Source: an optimization exercise on an open RTL-to-GDS flow (aim: small area and a short achievable clock period). Production flows keep margins and buffers that such runs may drop.
At most, simulation tests tie the RTL to the original design; equivalence was not proved.
No functional check of the RTL was part of run 2.
Power figures rest on the tool's default switching activity, not on a simulated workload.

==> design/flow/config.mk <==
export PLATFORM = sky130hd
export DESIGN_NAME = softplus8_pla
export DESIGN_NICKNAME = softplus8_pla
export VERILOG_FILES = /design/flow/design.v
export SDC_FILE = /design/flow/constraint.sdc
export NUM_CORES = 4
export LEC_CHECK = 0
export CAP_MARGIN = 20
export CORE_MARGIN = 2
export CORE_UTILIZATION = 40
export SLEW_MARGIN = 20
==> design/flow/constraint.sdc <==
create_clock -name core_clock -period 5.5 [get_ports {clk}]
set_input_delay 1.1000 -clock core_clock [delete_from_list [all_inputs] [get_ports {clk}]]
set_output_delay 1.1000 -clock core_clock [all_outputs]
set_load 0.01 [all_outputs]
==> design/flow/design.v <==
module softplus8_pla #(
    parameter WIDTH = 16,
    parameter SLICES = 8,
    parameter FP = 8
) (
    input wire clk,
    input wire rst,
    input wire signed [WIDTH - 1:0] x,
    output wire [WIDTH - 1:0] y
);
    localparam signed [(WIDTH * SLICES - 1):0] SLOPES = {
        16'sd255,
        16'sd250,
        16'sd230,
        16'sd172,
        16'sd84,
        16'sd26,
        16'sd6,
        16'sd1
    };
    localparam signed [(WIDTH * SLICES - 1):0] INTERCEPTS = {
        16'sd9,
        16'sd32,
        16'sd91,
        16'sd177,
        16'sd177,
        16'sd91,
        16'sd32,
        16'sd9
    };
    localparam signed [(WIDTH * (SLICES + 1) - 1):0] BREAKPOINTS = {
        16'sd1536,
        16'sd1152,
        16'sd768,
        16'sd384,
        16'sd0,
        -16'sd384,
        -16'sd768,
        -16'sd1152,
        -16'sd1536
    };
    reg [SLICES:0] sel;  
    reg signed [(2 * WIDTH - 1):0] segmult [SLICES - 1:0];  
    reg [WIDTH - 1:0] segres [SLICES - 1:0];  
    reg [WIDTH - 1:0] mux;  
    integer i;
    always @(*) begin
        for (i = 0; i < SLICES + 1; i = i + 1) begin
            sel[i] = (x_reg > $signed(BREAKPOINTS[WIDTH * i +: WIDTH]));
        end
        for (i = 0; i < SLICES; i = i + 1) begin
            segmult[i] = x_reg * $signed(SLOPES[WIDTH * i +: WIDTH]);
        end
        for (i = 0; i < SLICES; i = i + 1) begin
            segres[i] = (segmult_reg[i] >> FP) + $signed(INTERCEPTS[WIDTH * i +: WIDTH]);
        end
        mux = {WIDTH{1'b0}};
        if (sel_reg2 == {(SLICES+1){1'b0}}) begin
            mux = {WIDTH{1'b0}};
        end else if (sel_reg2 == {(SLICES+1){1'b1}}) begin
            mux = segres_reg[SLICES - 1];
        end else begin
            for (i = 0; i < SLICES; i = i + 1) begin
                if (sel_reg2 == ((1 << (i + 1)) - 1)) begin
                    mux = segres_reg[i];
                end
            end
        end
    end
    reg signed [WIDTH - 1:0] x_reg;
    reg [SLICES:0] sel_reg1;
    reg signed [2 * WIDTH - 1:0] segmult_reg [SLICES - 1:0];
    reg [SLICES:0] sel_reg2;
    reg [WIDTH - 1:0] segres_reg [SLICES - 1:0];
    reg [WIDTH - 1:0] mux_reg;
    always @(posedge clk or posedge rst) begin
        if (rst) begin
            x_reg <= {WIDTH{1'b0}};
            sel_reg1 <= {(SLICES + 1){1'b0}};
            for (i = 0; i < SLICES; i = i + 1) begin
                segmult_reg[i] <= {(WIDTH * 2){1'b0}};
            end
            sel_reg2 <= {(SLICES + 1){1'b0}};
            for (i = 0; i < SLICES; i = i + 1) begin
                segres_reg[i] <= {WIDTH{1'b0}};
            end
            mux_reg <= {WIDTH{1'b0}};
        end else begin
            x_reg <= x;
            sel_reg1 <= sel;
            for (i = 0; i < SLICES; i = i + 1) begin
                segmult_reg[i] <= segmult[i];
            end
            sel_reg2 <= sel_reg1;
            for (i = 0; i < SLICES; i = i + 1) begin
                segres_reg[i] <= segres[i];
            end
            mux_reg <= mux;
        end
    end
    assign y = mux_reg;
endmodule
==> design/flow/run.sh <==
#!/bin/bash
# synth_recipe.tcl (not shown) runs the flow's synth.tcl, then flattens the netlist and writes it again
# the make line also repeats each setting of config.mk as NAME=value (left out here)
make -C /OpenROAD-flow-scripts/flow DESIGN_CONFIG=/design/flow/config.mk WORK_HOME=/design/flow/orfs CLKGATE_MAP_FILE= SYNTH_SCRIPT=/design/flow/synth_recipe.tcl finish
==> flow_metrics.env, run 1 <==
export IMPL_r2r_end="segmult_reg[6][22]$_DFF_PP0_"
export IMPL_peakVddDrop_uv=282
export IMPL_met3_length_mm=2.05
export IMPL_worst_pin_slew_ns=1.06
export IMPL_clkLatencyLatePin_ns=0.56
export IMPL_yosysTopAreaCell="dfrtp_1"
export IMPL_crit_path_frequent_cell="fa_1"
export IMPL_fillers=4919
export IMPL_synth_cell_types=70
export IMPL_syn_nets=2430
export IMPL_grt_max_degree=133
export IMPL_start_kind="register"
export IMPL_cp_depth=15
export IMPL_relSlewSlack=0.288
export IMPL_chipWidth_um=233
export IMPL_cts_made_buffers=35
export IMPL_yosysWarnings=5
export IMPL_finalCriticalPeriod_ns=5.12
export IMPL_avgRoutedWirePerCell_um=19.7
export IMPL_p_per_area_nw_per_um2=522
export IMPL_dr_pass1_iters=6
export IMPL_required_ns=5.97
export IMPL_path_cells="inv_1 > fa_1 > fa_1 > fa_1 > fa_1 > inv_1 > ha_1 > a21o_1 > a2111oi_0 > o21ai_1 > a41o_1 > o221a_2 > o21a_1 > nor2_1 > xnor2_1"
export IMPL_ys_ff_latch=292
export IMPL_ioPinCount=34
export IMPL_topRoutingLayerUsed="met4"
export IMPL_cp_arrival_ns=5.60
export IMPL_ys_top_cells_by_count="inv_1 (401), dfrtp_1 (292), ha_1 (263), fa_1 (173), xnor2_1 (129)"
export IMPL_path_clk_slew_ns=0.06
export IMPL_p_total_mw=12.4
export IMPL_largest_reg_flops=128
export IMPL_crit_path_max_fanout=6
export IMPL_final_nets=2519
export IMPL_report_final_slew_viol_count=0
export IMPL_hold_viol=0
export IMPL_cp_top_family="adder cells"
export IMPL_r2r_slack_ns=0.38
export IMPL_dpl_hpwl_mm=43.7
export IMPL_clock_path_buffers=3
export IMPL_vias=13900
export IMPL_start_util=0.402
export IMPL_hold_ws_ns=0.344
export IMPL_grt_remaining_overflow=0
export IMPL_synth_edff_count=0
export IMPL_grt_pass1_wl_mm=86.2
export IMPL_dr_wl_met2_mm=26.1
export IMPL_io_buffers=33
export IMPL_ys_seq_area_frac=0.347
export IMPL_crit_slowest_cell="fa_1"
export IMPL_globalplace_congestion=0.938
export IMPL_core_rowCount=84
export IMPL_drive_gt1_frac=0.0622
export IMPL_hold_class="register to register"
export IMPL_grt_setup_unrepaired="no"
export IMPL_drt_total_wl_mm=54.7
export IMPL_vias_per_cell=5.00
export IMPL_dominantRegCellSynth="dfrtp_1"
export IMPL_antenna_found_initial=4
export IMPL_post_cts_resized=0
export IMPL_cap_viol_max_count=0
export IMPL_clock_fmax_mhz=195
export IMPL_antennaDiodeCount=0
export IMPL_max_stage_delay_ns=0.55
export IMPL_netlist_area_leader_share=0.347
export IMPL_wl_met1_mm=24.7
export IMPL_r2r_cells=15
export IMPL_drtIter0Drc=1085
export IMPL_startpoint="x_reg[7]$_DFF_PP0_"
export IMPL_tns_ns=0
export IMPL_synth_area_top_cells="dfrtp_1 (35%), fa_1 (16%), ha_1 (16%), inv_1 (7.1%), xnor2_1 (5.4%)"
export IMPL_grt_pass1_vias=14800
export IMPL_synth_area_per_cell_um2=10.7
export IMPL_core_area_um2=52300
export IMPL_netlist_area_um2=21100
export IMPL_yosysMostFrequentCell="inv_1"
export IMPL_root_buffer="clkbuf_16"
export IMPL_die_y_um=233
export IMPL_async_reset_ff_frac=1.00
export IMPL_cts_hold_buf=0
export IMPL_cts_sinks=292
export IMPL_cts_tree="done"
export IMPL_grt_usage=0.211
export IMPL_area_growth_pct=13.0
export IMPL_post_cts_setup_buffer_count=0
export IMPL_setup_violations=0
export IMPL_r2r_start="x_reg[7]$_DFF_PP0_"
export IMPL_drc=0
export IMPL_status="no timing/DRC/antenna violations"
export IMPL_fin_skew_ns=0.0138
export IMPL_cp_buffers_inverters=2
export IMPL_crit_path_end_kind="register"
export IMPL_antenna_left=0
export IMPL_htreeDepth=2
export IMPL_crit_type="register to register"
export IMPL_period_share=0.932
export IMPL_die_area_um2=54500
export IMPL_synthCells=1976
export IMPL_p_leak_nw=11.8
export IMPL_crit_path_end="segmult_reg[6][22]$_DFF_PP0_"
==> worst reg2reg max path: cells and delay by family (launching register included) <==
kind / cells / cell delay [ns]
and+or+nand+nor: 1 / 0.12
adders and majority gates: 5 / 2.47
buffers and inverters: 2 / 0.32
xor gates and xnor gates: 1 / 0.12
DFF: 1 / 0.38
AOI/OAI and AO/OA: 6 / 1.64
==> per-stage QoR <==
stage	utilization	cells	cell area (um^2)	worst slack [ns]
global placement	0.430	2716	22500	0.500
detailed placement	0.430	2716	22500	0.360
global route	0.455	2778	23800	0.0336
CTS	0.455	2778	23800	0.329
floorplan	-	1976	21100	0.0706
finish	0.455	2778	23800	0.376
==> final cells by class <==
| type | instances | area (um^2) | area share |
|---|---|---|---|
| clock buffer | 45 | 985 | 0.0414 |
| clock inverter | 17 | 300 | 0.0126 |
| inverter | 402 | 1520 | 0.0637 |
| multi-input combinational | 1265 | 12200 | 0.513 |
| sequential | 292 | 7310 | 0.307 |
| tap | 688 | 861 | 0.0362 |
| timing repair buffer | 69 | 626 | 0.0263 |
==> power breakdown <==
| group | internal [mW] | switching [mW] |
|---|---|---|
| Clock | 1.61 | 0.972 |
| Sequential | 3.03 | 0.504 |
| Combinational | 2.69 | 3.62 |
| Total | 7.33 | 5.09 |
==> per-layer routing <==
layer,vias up,global-route usage
li1,6589,-
met1,6968,0.283
met2,274,0.354
met3,71,0.0210
met4,0,0.0785
met5,-,0
==> worst min-delay path by stage <==
| stage | to | depth (start not counted) | start | slack, ns |
|---|---|---|---|---|
| after detailed placement | segres_reg[6][0]$_DFF_PP0_ | 0 | segmult_reg[6][8]$_DFF_PP0_ | 0.34 |
| after global placement | segres_reg[6][3]$_DFF_PP0_ | 0 | segmult_reg[6][11]$_DFF_PP0_ | 0.33 |
| after floorplan | segres_reg[1][0]$_DFF_PP0_ | 0 | segmult_reg[1][8]$_DFF_PP0_ | 0.33 |
| final | sel_reg2[7]$_DFF_PP0_ | 0 | sel_reg1[7]$_DFF_PP0_ | 0.34 |
| after global routing | sel_reg2[7]$_DFF_PP0_ | 0 | sel_reg1[7]$_DFF_PP0_ | 0.35 |
| after CTS | sel_reg2[7]$_DFF_PP0_ | 0 | sel_reg1[7]$_DFF_PP0_ | 0.35 |
==> cells in the final DEF (no fill, tap or decap), types with 11 or more instances in the layout <==
master           count
nor2b_1             15
nand2_1            111
xnor2_1            129
o21ai_0             27
ha_1               263
a31oi_1             13
clkdlybuf4s50_1     33
fa_1               173
a21oi_1             61
clkbuf_16           36
nor3_1              23
xor2_1              72
nand3_1             35
a222oi_1            31
o21a_1              23
dfrtp_1            290
and4_1              11
nor2_1              84
and3_1              19
inv_1              399
buf_4               34
nand2b_1            18
nand4_1             29
a21o_1              14
==> cells by family (layout without fill, tap and decap cells) <==
group / after synthesis / count (layout) / synth area share
xor gates and xnor gates: 201 / 201 / 0.0836
DFF: 292 / 292 / 0.347
and+or+nand+nor: 393 / 393 / 0.0932
muxes: 4 / 4 / 0.00196
adders and majority gates: 437 / 437 / 0.321
AOI/OAI and AO/OA: 230 / 230 / 0.0785
buffers and inverters: 419 / 533 / 0.0748
==> run 2, diff against run 1 <==
==> design/flow/design.v (replaced) <==
module softplus8_pla (input wire clk, input wire rst, input wire signed [15:0] x, output wire [15:0] y);
  reg [15:0] x1;
  wire neg = x1[15];
  wire pos = ~neg;
  wire [14:0] m = x1[14:0] ^ {15{neg}};
  wire [7:0] a7 = m[14:7];
  wire [6:0] t = m[6:0];
  wire hi = |m[14:11];
  wire [10:0] ml = m[10:0];
  wire j3 = ~hi & (neg ? ml <= 11'd382 : ml <= 11'd384);
  wire j2 = ~hi & (neg ? ml <= 11'd766 : ml <= 11'd768);
  wire j1 = ~hi & (neg ? ml <= 11'd1150 : ml <= 11'd1152);
  wire zero = neg & ~(~hi & (ml <= 11'd1534));
  wire seg7 = pos & ~j1;
  wire jn0 = neg & ~j1;  
  wire [8:0] s = {2'b0, t} + {1'b0, t, 1'b0};
  reg [13:0] X, Y, K;
  reg [10:0] L;
  always @(*) begin
    if (j3) begin X = {s, 5'b0}; Y = {3'b0, s, 2'b0}; K = neg ? 14'd339 : 14'd255; end
    else if (j2) begin X = {2'b0, t, 5'b0}; Y = {4'b0, s, 1'b0}; K = neg ? 14'd281 : 14'd255; end
    else begin X = {4'b0, s, 1'b0}; Y = 14'd0; K = neg ? 14'd261 : 14'd255; end
  end
  wire [13:0] N = X - Y + K;
  wire [5:0] E = N[13:8];
  always @(*) begin
    if (jn0) L = 11'd8 - {7'd0, a7[3:1]};
    else if (j3) L = pos ? 11'd177 + 11'd86 * a7[3:0] : 11'd177 - 11'd42 * a7[3:0];
    else if (j2) L = pos ? 11'd91 + 11'd115 * a7[3:0] : 11'd91 - 11'd13 * a7[3:0];
    else L = pos ? 11'd32 + 11'd125 * a7[3:0] : 11'd32 - 11'd3 * a7[3:0];
  end
  wire [6:0] U = seg7 ? 7'd9 - {6'd0, |x1[7:0]} : (jn0 ? 7'd0 : (pos ? t : 7'd0));
  wire [6:0] V = seg7 ? x1[14:8] : (jn0 ? 7'd0 : {1'b0, E});
  wire [7:0] Q = {1'b0, U} - {1'b0, V};
  wire [14:0] P = seg7 ? x1[14:0] : {4'd0, L};
  wire [14:0] f = zero ? 15'd0 : P + {{7{Q[7]}}, Q};
  reg [14:0] f2, f3, f4;
  always @(posedge clk) begin x1 <= x; f2 <= f; f3 <= f2; end
  always @(posedge clk or posedge rst) if (rst) f4 <= 15'd0; else f4 <= f3;
  assign y = {1'b0, f4};
endmodule
==> flow_metrics.env, run 2 <==
export IMPL_status="complete, but fails checks"
export IMPL_so_violations="negative setup slack"
export IMPL_drive_gt1_frac=0.320
export IMPL_worst_pin_slew_ns=0.891
export IMPL_clock_path_buffers=2
export IMPL_report_final_slew_viol_count=0
export IMPL_yosysMostFrequentCell="ha_1"
export IMPL_mostFrequentLayoutCells="buf_4 (155), ha_1 (82), inv_1 (65), nand2_1 (54)"
export IMPL_relSlewSlack=0.404
export IMPL_clock_fmax_mhz=148
export IMPL_synth_area_per_cell_um2=8.42
export IMPL_netlist_area_leader_share=0.197
export IMPL_grt_setup_unrepaired="yes"
export IMPL_clkLatencyLatePin_ns=0.34
export IMPL_htreeDepth=3
export IMPL_seqPwrFrac=0.184
export IMPL_root_buffer="clkbuf_16"
export IMPL_comb_power_share=0.643
export IMPL_antennaDiodeCount=0
export IMPL_synth_edff_count=0
export IMPL_dpl_hpwl_mm=14.9
export IMPL_crit_type="register to register"
export IMPL_grt_usage=0.222
export IMPL_async_reset_ff_frac=0.246
export IMPL_final_nets=1109
export IMPL_yosysWarnings=1
export IMPL_tns_ns=-12.18
export IMPL_cp_top_family="compound AO/OA/AOI/OAI gates"
export IMPL_finalCriticalPeriod_ns=6.74
export IMPL_globalplace_congestion=0.914
export IMPL_fin_skew_ns=0.0218
export IMPL_antenna_found_initial=0
export IMPL_vias=6298
export IMPL_ys_ff_latch=61
export IMPL_crit_slowest_cell="fa_1"
export IMPL_hold_class="register to register"
export IMPL_antenna_left=0
export IMPL_netlist_area_um2=6680
export IMPL_synth_cell_types=79
export IMPL_layout_commonest_cell="buf_4"
export IMPL_core_rowCount=47
export IMPL_fillers=1438
export IMPL_chipWidth_um=133
export IMPL_required_ns=5.76
export IMPL_grt_pass1_vias=6121
export IMPL_io_buffers=32
export IMPL_intPower_mw=1.97
export IMPL_cp_depth=34
export IMPL_whs_path_depth=0
export IMPL_core_area_um2=16500
export IMPL_crit_path_end_kind="register"
export IMPL_ff_latch_area_um2=1300
export IMPL_multi_input_area_um2=5670
export IMPL_setup_ws_ns=-1.24
export IMPL_switching_share=0.409
export IMPL_syn_nets=938
export IMPL_die_y_um=133
export IMPL_p_per_area_nw_per_um2=355
export IMPL_ys_top_cells_by_count="ha_1 (105), inv_1 (69), a21oi_1 (64), nand2_1 (61)"
export IMPL_grt_max_degree=29
export IMPL_max_stage_delay_ns=0.53
export IMPL_avgRoutedWirePerCell_um=16.9
export IMPL_dominantRegCellSynth="dfxtp_1"
export IMPL_cap_viol_max_count=0
export IMPL_placed_area_um2=8320
export IMPL_drtIter0Drc=422
export IMPL_cp_arrival_ns=7.00
export IMPL_peakVddDrop_uv=188
export IMPL_drt_total_wl_mm=20.0
export IMPL_synth_area_top_cells="ha_1 (20%), dfxtp_1 (14%), fa_1 (6.6%), xnor2_1 (6.4%), dfrtp_1 (5.6%)"
export IMPL_path_clk_slew_ns=0.07
export IMPL_setup_violations=14
export IMPL_area_growth_pct=40.8
export IMPL_ys_seq_area_frac=0.194
export IMPL_start_kind="register"
export IMPL_r2r_cells=34
export IMPL_dr_pass1_iters=4
export IMPL_ioPinCount=34
export IMPL_drc=0
export IMPL_hold_viol=0
export IMPL_p_leak_nw=4.21
export IMPL_cp_buffers_inverters=5
export IMPL_cts_sinks=61
export IMPL_grt_remaining_overflow=0
export IMPL_die_area_um2=17800
export IMPL_design_area_um2=9410
export IMPL_cts_tree="done"
export IMPL_grt_pass1_wl_mm=31.3
export IMPL_cts_made_buffers=9
export IMPL_largest_reg_flops=16
export IMPL_crit_path_max_fanout=6
export IMPL_vias_per_cell=5.30
export IMPL_clockPowerShare=0.173
export IMPL_period_share=1.23
export IMPL_yosysTopAreaCell="ha_1"
export IMPL_switchingPower_mw=1.37
export IMPL_start_util=0.406
export IMPL_synthCells=793
run 2: cell count changes after synthesis, moves of 31 or more:
cell and change:
a222oi_1 -31, fa_1 -151, dfxtp_1 +46, dfrtp_1 -277, nor2_1 -36, inv_1 -332
ha_1 -158, nand2_1 -50, xnor2_1 -80, xor2_1 -49
run 2: power groups by stage:
stage               registers, mW  logic [mW]  clock network (mW)
finish                      0.614        2.15               0.577
CTS                         0.617        1.98               0.591
detailed placement          0.626        1.88                   0
global route                0.629        2.37               0.612
floorplan                   0.636        1.24                   0
global placement            0.617        1.86                   0
run 2: final timing paths:
path	start	endpoint	slack, ns
worst min-delay path	f2[9]$_SDFF_PP0_	f3[9]$_DFF_P_	0.31
worst max register to register	x1[15]$_DFF_P_	f2[14]$_SDFF_PP0_	-1.24
worst min register to register	f2[9]$_SDFF_PP0_	f3[9]$_DFF_P_	0.31
max in group asynchronous	rst	f4[7]$_DFF_PP0_	4.02
min in group asynchronous	rst	f4[6]$_DFF_PP0_	1.12
worst max-delay path	x1[15]$_DFF_P_	f2[14]$_SDFF_PP0_	-1.24
run 2: cell families after synthesis:
group / after synthesis / share of synthesized area
mux: 11 / 0.0169
flops: 61 / 0.194
compound gates: 203 / 0.203
xor+xnor: 73 / 0.0985
other cells: 1 / 0.000561
simple gates: 210 / 0.157
fa+ha+maj: 127 / 0.263
buf+inv: 107 / 0.0672
run 2: per-stage QoR:
| stage | setup slack (ns) | hold slack (ns) | total power [mW] | utilization | cells |
|---|---|---|---|---|---|
| floorplan | -1.57 | 0.310 | 1.87 | - | 793 |
| global placement | -1.52 | 0.310 | 2.48 | 0.505 | 1152 |
| detailed placement | -1.56 | 0.312 | 2.50 | 0.505 | 1152 |
| CTS | -1.34 | 0.313 | 3.19 | 0.544 | 1177 |
| global route | -1.57 | 0.324 | 3.61 | 0.571 | 1189 |
| finish | -1.24 | 0.308 | 3.34 | 0.571 | 1189 |
run 2: cell type report:
class / count / area share
repair buffers: 197 / 0.170
clock inverters: 3 / 0.00186
clock buffers: 13 / 0.0299
inverters: 70 / 0.0279
multi-input cells: 625 / 0.603
flip-flops and latches: 61 / 0.138
well taps: 220 / 0.0293
run 2: per-layer routing:
| layer | vias to the layer above | share of wire | track usage |
|---|---|---|---|
| met4 | 0 | 0.018 | 0.0538 |
| met2 | 175 | 0.48 | 0.377 |
| met1 | 2977 | 0.45 | 0.301 |
| li1 | 3116 | - | - |
| met5 | - | 0 | 0 |
| met3 | 30 | 0.048 | 0.0285 |
run 2: what timing repair did:
action	4_1_cts	5_1_grt
setup buffers	9	12
gates resized for setup	52	71
gates cloned	0	0
hold buffers	0	0
pin swaps	39	41
endpoints found under the setup margin	14	14

[what the ideal ports hide]
How much do the figures lean on ideal ports? The routed layouts below were timed once more, with nothing changed but the port constraints.
Step 1, drivers: a clkbuf_16 drives clk and a buf_2 each remaining input, both assumed.
Step 2 adds t to the input delays and takes it off the output delays; t is the mean of the earliest and latest rising clock arrival at the registers after step 1. Input paths then give back, and output paths get back, about the clock's delay inside the block.
Three values: ideal ports, drivers, drivers and shift; two values: the first two.
run	t (ns)	setup WS [ns]	hold slack, ns
run 1	0.607	0.376 / 0.376 / 0.376	0.344 / 0.344 / 0.344
run 2	0.369	-1.245 / -1.245 / -1.245	0.308 / 0.308 / 0.308
